What follows belongs to an exercise in optimizing a design on an open flow for small area and a short achievable clock period; a production flow would make more cautious choices.
In this exercise RTL edits were held to simulation tests only and were not proved equivalent to the original.
No activity file was given, so power comes from the tool's default toggle rates.

==> design/flow/config.mk <==
export PLATFORM = sky130hd
export DESIGN_NAME = regFile_alu
export DESIGN_NICKNAME = regFile_alu
export VERILOG_FILES = /design/flow/design.v
export SDC_FILE = /design/flow/constraint.sdc
export NUM_CORES = 4
export LEC_CHECK = 0
export CAP_MARGIN = 20
export CORE_MARGIN = 2
export CORE_UTILIZATION = 45
export PLACE_DENSITY = 0.6
export SLEW_MARGIN = 20
==> design/flow/constraint.sdc <==
create_clock -name core_clock -period 4.0 [get_ports {clk}]
set_input_delay 0.8000 -clock core_clock [delete_from_list [all_inputs] [get_ports {clk}]]
set_output_delay 0.8000 -clock core_clock [all_outputs]
set_load 0.01 [all_outputs]
==> design/flow/design.v <==
module regFile_alu(
	input clk,				 
   input regWrite,		 
   input [4:0] rs1,		 
   input [4:0] rs2,		 
   input [4:0] rd,		 
   input [31:0] data,	 
   output reg [31:0] rv1,	 
   output reg [31:0] rv2,	 
	input [3:0]  control,
	input [1:0] mux,				 
	output reg [31:0] immGen,
	output reg [31:0] result,
	output reg [1:0]  zero
   );
	reg [31:0] registers [0:31];
	always @(posedge clk) begin 
		rv1 <= (rs1 == 0) ? 32'd0 : registers[rs1];
		rv2 <= (rs2 == 0) ? 32'd0 : registers[rs2];
		if(regWrite && rd != 0) begin
			registers[rd] <= data;
			if(rs1 == rd)
				rv1 <= data;
			if(rs2 == rd)
				rv2 <= data;
		end
	end
	always @(posedge clk) begin
		case(control)
			4'b0000: result <= rv1 & rv2;
			4'b0001: result <= rv1 | rv2;
			4'b0010: result <= rv1 + rv2;
			4'b0110: result <= rv1 - rv2;
			default: result <= 0;
		endcase
		if(result == 0)
			zero <= 1;					 
		else
			zero <= 0;					 
		immGen = 543254;				 
		if(mux == 1)
			result  <= rv1 + immGen;	 
	end
endmodule
==> design/flow/run.sh <==
#!/bin/bash
# synth_recipe.tcl (not shown) runs the flow's synth.tcl, then flattens the netlist and writes it again
# the make line also repeats each setting of config.mk as NAME=value (left out here)
make -C /OpenROAD-flow-scripts/flow DESIGN_CONFIG=/design/flow/config.mk WORK_HOME=/design/flow/orfs CLKGATE_MAP_FILE= SYNTH_SCRIPT=/design/flow/synth_recipe.tcl finish
==> results.sh, run 1 <==
export IMPL_maxCapViolCount=0
export IMPL_cp_end_kind="register"
export IMPL_power_density_nw_per_um2=452
export IMPL_initialDrtViolationCount=4735
export IMPL_ys_flop_type="edfxtp_1"
export IMPL_core_area_um2=121000
export IMPL_netlist_area_um2=54800
export IMPL_synth_seq_cells=1121
export IMPL_cts_made_buffers=116
export IMPL_critPathMaxFanout=6
export IMPL_post_drt_wl_per_cell_um=32.4
export IMPL_post_cts_buffers=0
export IMPL_hold_path_class="register to register"
export IMPL_synth_top_cells_by_count="edfxtp_1 (1024), mux4_2 (406), mux2i_1 (243)"
export IMPL_dp_hpwl_mm=113
export IMPL_gr_total_overflow=0
export IMPL_critPathLaunchType="register"
export IMPL_setup_viol=0
export IMPL_die_w_um=353
export IMPL_pin_count=185
export IMPL_p_total_mw=29.2
export IMPL_intPower_mw=21.8
export IMPL_yosysSeqAreaShare=0.597
export IMPL_synth_warnings=1
export IMPL_hold_violations=0
export IMPL_nets=3905
export IMPL_netlist_instances=3450
export IMPL_grt_pass1_wl_mm=255
export IMPL_place_gp_congestion=0.922
export IMPL_relSlewSlack=0.201
export IMPL_finalCritPeriodShare=0.946
export IMPL_cp_slowest_stage_delay_ns=0.54
export IMPL_via_count=36000
export IMPL_cts_htree_levels=3
export IMPL_p_leak_nw=21.6
export IMPL_avgSynthCellArea_um2=15.9
export IMPL_dpl_worst_slack_ns=-0.266
export IMPL_viasPerCell=6.50
export IMPL_pwr_share_comb=0.153
export IMPL_power_clock_fraction=0.387
export IMPL_dp_cells=5321
export IMPL_drc=0
export IMPL_cts_tree="yes"
export IMPL_synth_top_area_cell="edfxtp_1"
export IMPL_seqPwrFrac=0.460
export IMPL_crit_type="register to register"
export IMPL_worst_slew_pin_slew_ns=1.19
export IMPL_crit_chain="or4_4, or3_1, buf_4, o31ai_1, xor2_1, ha_1, a21o_1, a31o_2, a211oi_1, o211ai_1, buf_4, a311oi_2, xor2_1, o211ai_1"
export IMPL_die_area_um2=125000
export IMPL_drtAntennaViolNets=0
export IMPL_rsz0062_at_grt="false"
export IMPL_async_reset_ff_frac=0
export IMPL_synth_edf_count=1024
export IMPL_synth_most_common_cell="edfxtp_1"
export IMPL_clk_pin_slew_ns=0.06
export IMPL_chipHeight_um=353
export IMPL_fin_ws_ns=0.216
export IMPL_crit_path_top_delay_cell="or4_4"
export IMPL_grtUsageTotal=0.285
export IMPL_synth_cell_types=68
export IMPL_drt_total_wl_mm=180
export IMPL_grt_max_degree=74
export IMPL_period_needed_ns=3.78
export IMPL_clock_fmax_mhz=264
export IMPL_yosys_top_cells_area="edfxtp_1 (56%), mux4_2 (17%), mux2i_1 (4.4%), dfxtp_1 (3.5%), nand2_1 (1.6%)"
export IMPL_cp_required_ns=4.60
export IMPL_fin_cells=5543
export IMPL_clk_path_buf_depth=3
export IMPL_fin_skew_ns=0.0293
export IMPL_cp_arrival_ns=4.38
export IMPL_syn_to_final_growth_pct=17.9
export IMPL_clock_root_buffer="clkbuf_16"
export IMPL_layout_drive_gt1_share=0.273
export IMPL_initial_core_util=0.452
export IMPL_ir_drop_uv=435
export IMPL_drv_slew=0
export IMPL_dr_pass1_iters=5
export IMPL_antenna_found_initial=14
export IMPL_outcome="timing/DRC/antenna clean"
export IMPL_clkLatencyLatePin_ns=0.75
export IMPL_grt_pass1_vias=35300
export IMPL_final_util=0.533
export IMPL_switchingPower_mw=7.41
export IMPL_switching_share=0.254
export IMPL_io_buffers=151
export IMPL_fp_row_count=128
export IMPL_synth_top_area_share=0.561
export IMPL_cts_sink_count=1121
state kept, by name (all words and copies together) (netlist names):
register	count
result	32
registers	1024
rv2	32
rv1	32
zero	1
stage by stage:
step	setup TNS (ns)	cell area, um^2	hold slack, ns
floorplan	0	55000	0.539
global placement	-2.13	60700	0.515
detailed placement	-2.04	60700	0.514
CTS	0	64700	0.523
global route	0	64600	0.559
finish	0	64600	0.525
worst paths after layout:
kind	startpoint	to	slack (ns)	cells past startpoint
setup / recovery	rv2[4]	result[24]	0.22	14
hold / removal	result[5]	zero[0]	0.52	3
setup reg to reg	rv2[4]	result[24]	0.22	14
hold reg to reg	result[5]	zero[0]	0.52	3
worst max-delay path: cells and delay by family, from the launching register on:
kind	cells	cell delay, ns
xor+xnor	2	0.39
flops	1	0.32
fa+ha+maj	1	0.28
simple gates	2	0.98
buf+inv	2	0.35
compound gates	7	1.34
power groups by stage:
stage	sequential (mW)	clock [mW]	combinational, mW
2_1_floorplan	13.6	0	2.42
3_3_place_gp	13.7	0	4.42
3_5_place_dp	13.7	0	4.44
4_1_cts	13.4	11.5	4.45
5_1_grt	13.5	11.9	4.78
6_report	13.4	11.3	4.47
area by class of cell:
type	instances	area, um^2
multi-input cells	2068	21200
diodes	2	5.00
well taps	1625	2030
clock inverters	60	679
inverters	25	93.8
repair buffers	482	4580
clock buffers	160	3330
flip-flops and latches	1121	32700
fillers	9765	56600
cell families after synthesis:
group | count (synthesis) | synth area share
flip-flops | 1121 | 0.597
multiplexers | 704 | 0.223
AO/OA/AOI/OAI | 585 | 0.0770
AND/OR/NAND/NOR | 563 | 0.0496
buffers and inverters | 324 | 0.0268
XOR/XNOR | 86 | 0.0137
adder cells (fa/ha/maj) | 65 | 0.0137
other | 2 | 0.000137
layout by cell type, fill, tap and decap left out, drive strengths merged, types with 32 or more instances in the layout:
master	synthesis	layout
clkinv	0	39
a21oi	98	98
mux2	55	55
nand2	232	232
nor2b	60	60
xor2	33	33
o21ai	55	55
mux4	406	406
nand4	65	65
clkbuf	165	160
a32o	32	32
ha	35	35
conb	2	65
a31oi	64	64
edfxtp	1024	1024
buf	134	364
mux2i	243	243
a221oi	53	53
clkdlybuf4s50	0	118
o2111ai	49	49
xnor2	53	53
dfxtp	97	97
nor2	94	94
per-layer routing:
metal  routed length (um)  GRT usage
met5                   82          0
met4                 6020     0.0993
met3                16600     0.0486
met2                84400      0.454
met1                72600      0.398
what timing repair did:
item                                    in CTS  in global routing
gates resized for setup                      0                  3
endpoints found under the hold margin        0                  0
hold buffers                                 0                  0
endpoints found under the setup margin       0                  4
==> inputs of run 2 (changes only) <==
==> design/flow/design.v (replaced) <==
module regFile_alu(
	input clk,
	input regWrite,
	input [4:0] rs1,
	input [4:0] rs2,
	input [4:0] rd,
	input [31:0] data,
	output reg [31:0] rv1,
	output reg [31:0] rv2,
	input [3:0]  control,
	input [1:0] mux,
	output [31:0] immGen,
	output reg [31:0] result,
	output [1:0]  zero
   );
	localparam [31:0] IMM = 32'd543254;
	wire we = regWrite & (rd != 5'd0);
	wire wt1 = we & (rs1 == rd);	 
	wire wt2 = we & (rs2 == rd);	 
	wire [31:0] q [1:31];
	reg  [31:0] rd1, rd2;	 
	genvar k;
	generate
		for (k = 1; k < 32; k = k + 1) begin : g
			reg [31:0] r;
			always @(posedge clk)
				if (we && rd == k)
					r <= data;
			assign q[k] = r;
		end
	endgenerate
	integer i;
	always @* begin
		rd1 = 32'd0;
		rd2 = 32'd0;
		for (i = 1; i < 32; i = i + 1) begin
			rd1 = rd1 | (q[i] & {32{rs1 == i}});
			rd2 = rd2 | (q[i] & {32{rs2 == i}});
		end
	end
	always @(posedge clk) begin
		rv1 <= wt1 ? data : rd1;
		rv2 <= wt2 ? data : rd2;
	end
	function [31:0] padd(input [31:0] a, input [31:0] b, input ci);
		reg [31:0] g, p, gn, pn;
		integer l, n;
		begin
			g = a & b;
			p = a ^ b;
			g[0] = g[0] | (p[0] & ci);
			gn = g; pn = p;
			for (l = 0; l < 5; l = l + 1) begin
				for (n = 0; n < 32; n = n + 1)
					if (n[l]) begin
						gn[n] = g[n] | (p[n] & g[((n >> l) << l) - 1]);
						pn[n] = p[n] & p[((n >> l) << l) - 1];
					end
				g = gn; p = pn;
			end
			padd = (a ^ b) ^ {g[30:0], ci};
		end
	endfunction
	wire [31:0] sum_add = padd(rv1, rv2, 1'b0);
	wire [31:0] sum_sub = padd(rv1, ~rv2, 1'b1);
	wire [31:0] sum_imm = padd(rv1, IMM, 1'b0);
	reg [31:0] alu;
	always @* begin
		if (mux == 2'b01)
			alu = sum_imm;
		else case (control)
			4'b0000: alu = rv1 & rv2;
			4'b0001: alu = rv1 | rv2;
			4'b0010: alu = sum_add;
			4'b0110: alu = sum_sub;
			default: alu = 32'd0;
		endcase
	end
	reg z;
	always @(posedge clk) begin
		result <= alu;
		z <= (result == 32'd0);
	end
	assign zero = {1'b0, z};
	assign immGen = IMM;
endmodule
--- a/design/flow/config.mk
+++ b/design/flow/config.mk
@@ -11,2 +11,3 @@
 export PLACE_DENSITY = 0.6
+export SETUP_SLACK_MARGIN = 2.0
 export SLEW_MARGIN = 20
==> results.sh, run 2 <==
export IMPL_outcome="timing/DRC/antenna clean"
export IMPL_via_count=43900
export IMPL_crit_type="register to register"
export IMPL_cp_end_kind="register"
export IMPL_nets=4364
export IMPL_largest_register="g.r"
export IMPL_relSlewSlack=0.235
export IMPL_grtUsageTotal=0.436
export IMPL_synth_compound_area_frac=0.200
export IMPL_rsz0062_at_grt="true"
export IMPL_ys_flop_type="edfxtp_1"
export IMPL_grt_pass1_vias=40200
export IMPL_finalCritPeriodShare=0.786
export IMPL_ir_drop_uv=362
export IMPL_cts_tree="yes"
export IMPL_synth_edf_count=992
export IMPL_clk_path_buf_depth=3
export IMPL_worst_slew_pin_slew_ns=1.14
export IMPL_largest_reg_flops=992
export IMPL_synth_xor_xnor_area_share=0.00885
export IMPL_grt_pass1_wl_mm=332
export IMPL_layout_drive_gt1_share=0.353
export IMPL_die_w_um=332
export IMPL_synth_simple_area_share=0.0685
export IMPL_clock_root_buffer="clkbuf_16"
export IMPL_power_density_nw_per_um2=445
export IMPL_avgSynthCellArea_um2=13.7
export IMPL_synth_top_family_by_area="compound AO/OA/AOI/OAI gates"
export IMPL_synth_top_cells_by_count="edfxtp_1 (992), a22oi_1 (411), a221oi_1 (263)"
export IMPL_dp_hpwl_mm=136
export IMPL_synth_top_area_share=0.614
export IMPL_synth_most_common_cell="edfxtp_1"
export IMPL_layout_common_cells="edfxtp_1 (992), a22oi_1 (393), buf_4 (334)"
export IMPL_critPathLaunchType="register"
export IMPL_cp_required_ns=4.63
export IMPL_chipHeight_um=332
export IMPL_synthAdderAreaFrac=0.0294
export IMPL_post_drt_wl_per_cell_um=44.3
export IMPL_syn_to_final_growth_pct=35.7
export IMPL_critPathMaxFanout=5
export IMPL_clkLatencyLatePin_ns=0.75
export IMPL_drtAntennaViolNets=0
export IMPL_p_leak_nw=22.7
export IMPL_yosys_top_cells_area="edfxtp_1 (61%), a22oi_1 (6.4%), a221oi_1 (4.7%), a22o_1 (4.4%), dfxtp_1 (4.0%)"
export IMPL_synth_warnings=1
export IMPL_synth_top_area_cell="edfxtp_1"
export IMPL_hold_violations=0
export IMPL_drt_total_wl_mm=254
export IMPL_maxCapViolCount=0
export IMPL_fin_skew_ns=0.0431
export IMPL_clk_pin_slew_ns=0.06
export IMPL_period_needed_ns=3.14
export IMPL_place_gp_congestion=0.967
export IMPL_synth_cell_types=76
export IMPL_yosysSeqAreaShare=0.654
export IMPL_drv_slew=0
export IMPL_antenna_found_initial=18
export IMPL_core_area_um2=107000
export IMPL_async_reset_ff_frac=0
export IMPL_final_common_cell="edfxtp_1"
export IMPL_viasPerCell=7.68
export IMPL_gr_total_overflow=0
export IMPL_fp_row_count=120
export IMPL_clock_fmax_mhz=318
export IMPL_io_buffers=151
export IMPL_synth_seq_cells=1089
export IMPL_setup_viol=0
export IMPL_pin_count=185
export IMPL_dr_pass1_iters=11
export IMPL_hold_path_class="input port to register"
export IMPL_die_area_um2=110000
export IMPL_cts_htree_levels=3
export IMPL_cts_made_buffers=112
export IMPL_cts_sink_count=1089
export IMPL_grt_max_degree=41
export IMPL_cp_arrival_ns=3.77
export IMPL_drc=0
export IMPL_synthMuxAreaShare=0.00565
export IMPL_netlist_area_um2=48500
export IMPL_whs_ns=0.553
export IMPL_initial_core_util=0.453
export IMPL_initialDrtViolationCount=9742
export IMPL_setup_tns_ns=0
export IMPL_netlist_instances=3551
[run 2: cell types whose count changed in the layout (fill, tap and decap cells not counted), sizes merged, moves of 213 or more]
cell,previous run,this run
mux4,406,0
a22oi,23,411
a22o,0,244
buf,364,741
a221oi,53,266
mux2i,243,24
[run 2: cell type report]
| type | count | area [um^2] |
|---|---|---|
| Inverter | 102 | 390 |
| Sequential cell | 1089 | 32000 |
| Multi-Input combinational cell | 2108 | 18400 |
| Timing Repair Buffer | 788 | 9260 |
| Fill cell | 7900 | 41200 |
| Antenna cell | 16 | 40.0 |
| Clock buffer | 137 | 3030 |
| Tap cell | 1403 | 1760 |
| Clock inverter | 76 | 996 |
[run 2: worst max-delay path: stages, from the launching register on]
cell and delay (ns):
dfxtp_4 0.39, ha_4 0.13, inv_2 0.03, fa_2 0.32
nor2b_4 0.14, o311ai_4 0.36, a2111oi_4 0.17, or3_4 0.47
fa_2 0.34, mux2i_1 0.17, xnor2_1 0.16, o221ai_1 0.16
a21boi_1 0.18
[run 2: per-layer routing]
layer	part of all wire	vias up	wire length (um)	track usage
met2	0.40	5340	102000	0.624
met1	0.31	20700	79300	0.521
li1	-	16100	-	-
met4	0.10	14	26500	0.318
met5	0.00041	-	105	0
met3	0.18	1717	45900	0.194
[run 2: final timing paths]
path	endpoint	cells after the start	startpoint	slack, ns
max	result[17]	12	rv2[0]	0.86
min	result[27]	4	control[0]	0.55
max reg2reg	result[17]	12	rv2[0]	0.86
min reg2reg	z	3	result[20]	0.56
[run 2: power by group]
part           switching [mW]  internal, mW  total, mW
combinational            2.58          2.05       4.64
clock                    4.77          6.70       11.5
sequential              0.436          12.8       13.2
total                    7.79          21.5       29.3
[run 2: what timing repair did]
item                        CTS  global route
setup buffers               230           127
hold buffers                  0             0
pin swaps                   125           189
gates cloned                 10             9
setup endpoints to repair  1137           218
gates resized for setup     885           280
[run 2: logic make-up after synthesis]
logic type / count (synthesis)
buffers and inverters: 385
AND/OR/NAND/NOR: 665
XOR/XNOR: 49
flip-flops: 1089
adder cells (fa/ha/maj): 108
AO/OA/AOI/OAI: 1226
multiplexers: 27
other: 2
[run 2: stage by stage]
| stage | utilization | std cells | area [um^2] | total power, mW | setup slack, ns |
|---|---|---|---|---|---|
| 2_1_floorplan | - | 3582 | 51100 | 15.2 | 1.03 |
| 3_3_place_gp | 0.517 | 5111 | 55300 | 16.7 | -0.150 |
| 3_5_place_dp | 0.517 | 5112 | 55400 | 16.8 | -0.174 |
| 4_1_cts | 0.590 | 5565 | 63100 | 28.6 | 0.950 |
| 5_1_grt | 0.615 | 5707 | 65800 | 29.9 | 0.796 |
| 6_report | 0.615 | 5719 | 65800 | 29.3 | 0.855 |

==> static timing again, ports no longer ideal <==
In the flow no input, the clock included, has a driving cell. The finished layouts below were timed again as built, in two steps. Step 1, drivers: a clkbuf_16 drives clk and a buf_2 each remaining input, both assumed. Step 2 also shifts input and output timing later by t, the mid clock arrival at the registers, as if the neighbouring blocks saw the same clock. Slacks: ideal / step 1 / step 2; pairs: ideal / step 1.
run	t, ns	setup WS [ns]	hold WS [ns]	worst slew at a driven data input, ns
run 1	0.808	0.216 / 0.216 / -0.269	0.525 / 0.521 / 0.525	0.16
run 2	0.806	0.855 / 0.855 / 0.855	0.553 / 0.497 / 0.563	0.15
Met with ideal ports but missed after step 2: setup timing in run 1. The setup slack of run 1, which loses most, moves by 0.000 ns with the drivers and by -0.485 ns with both steps.
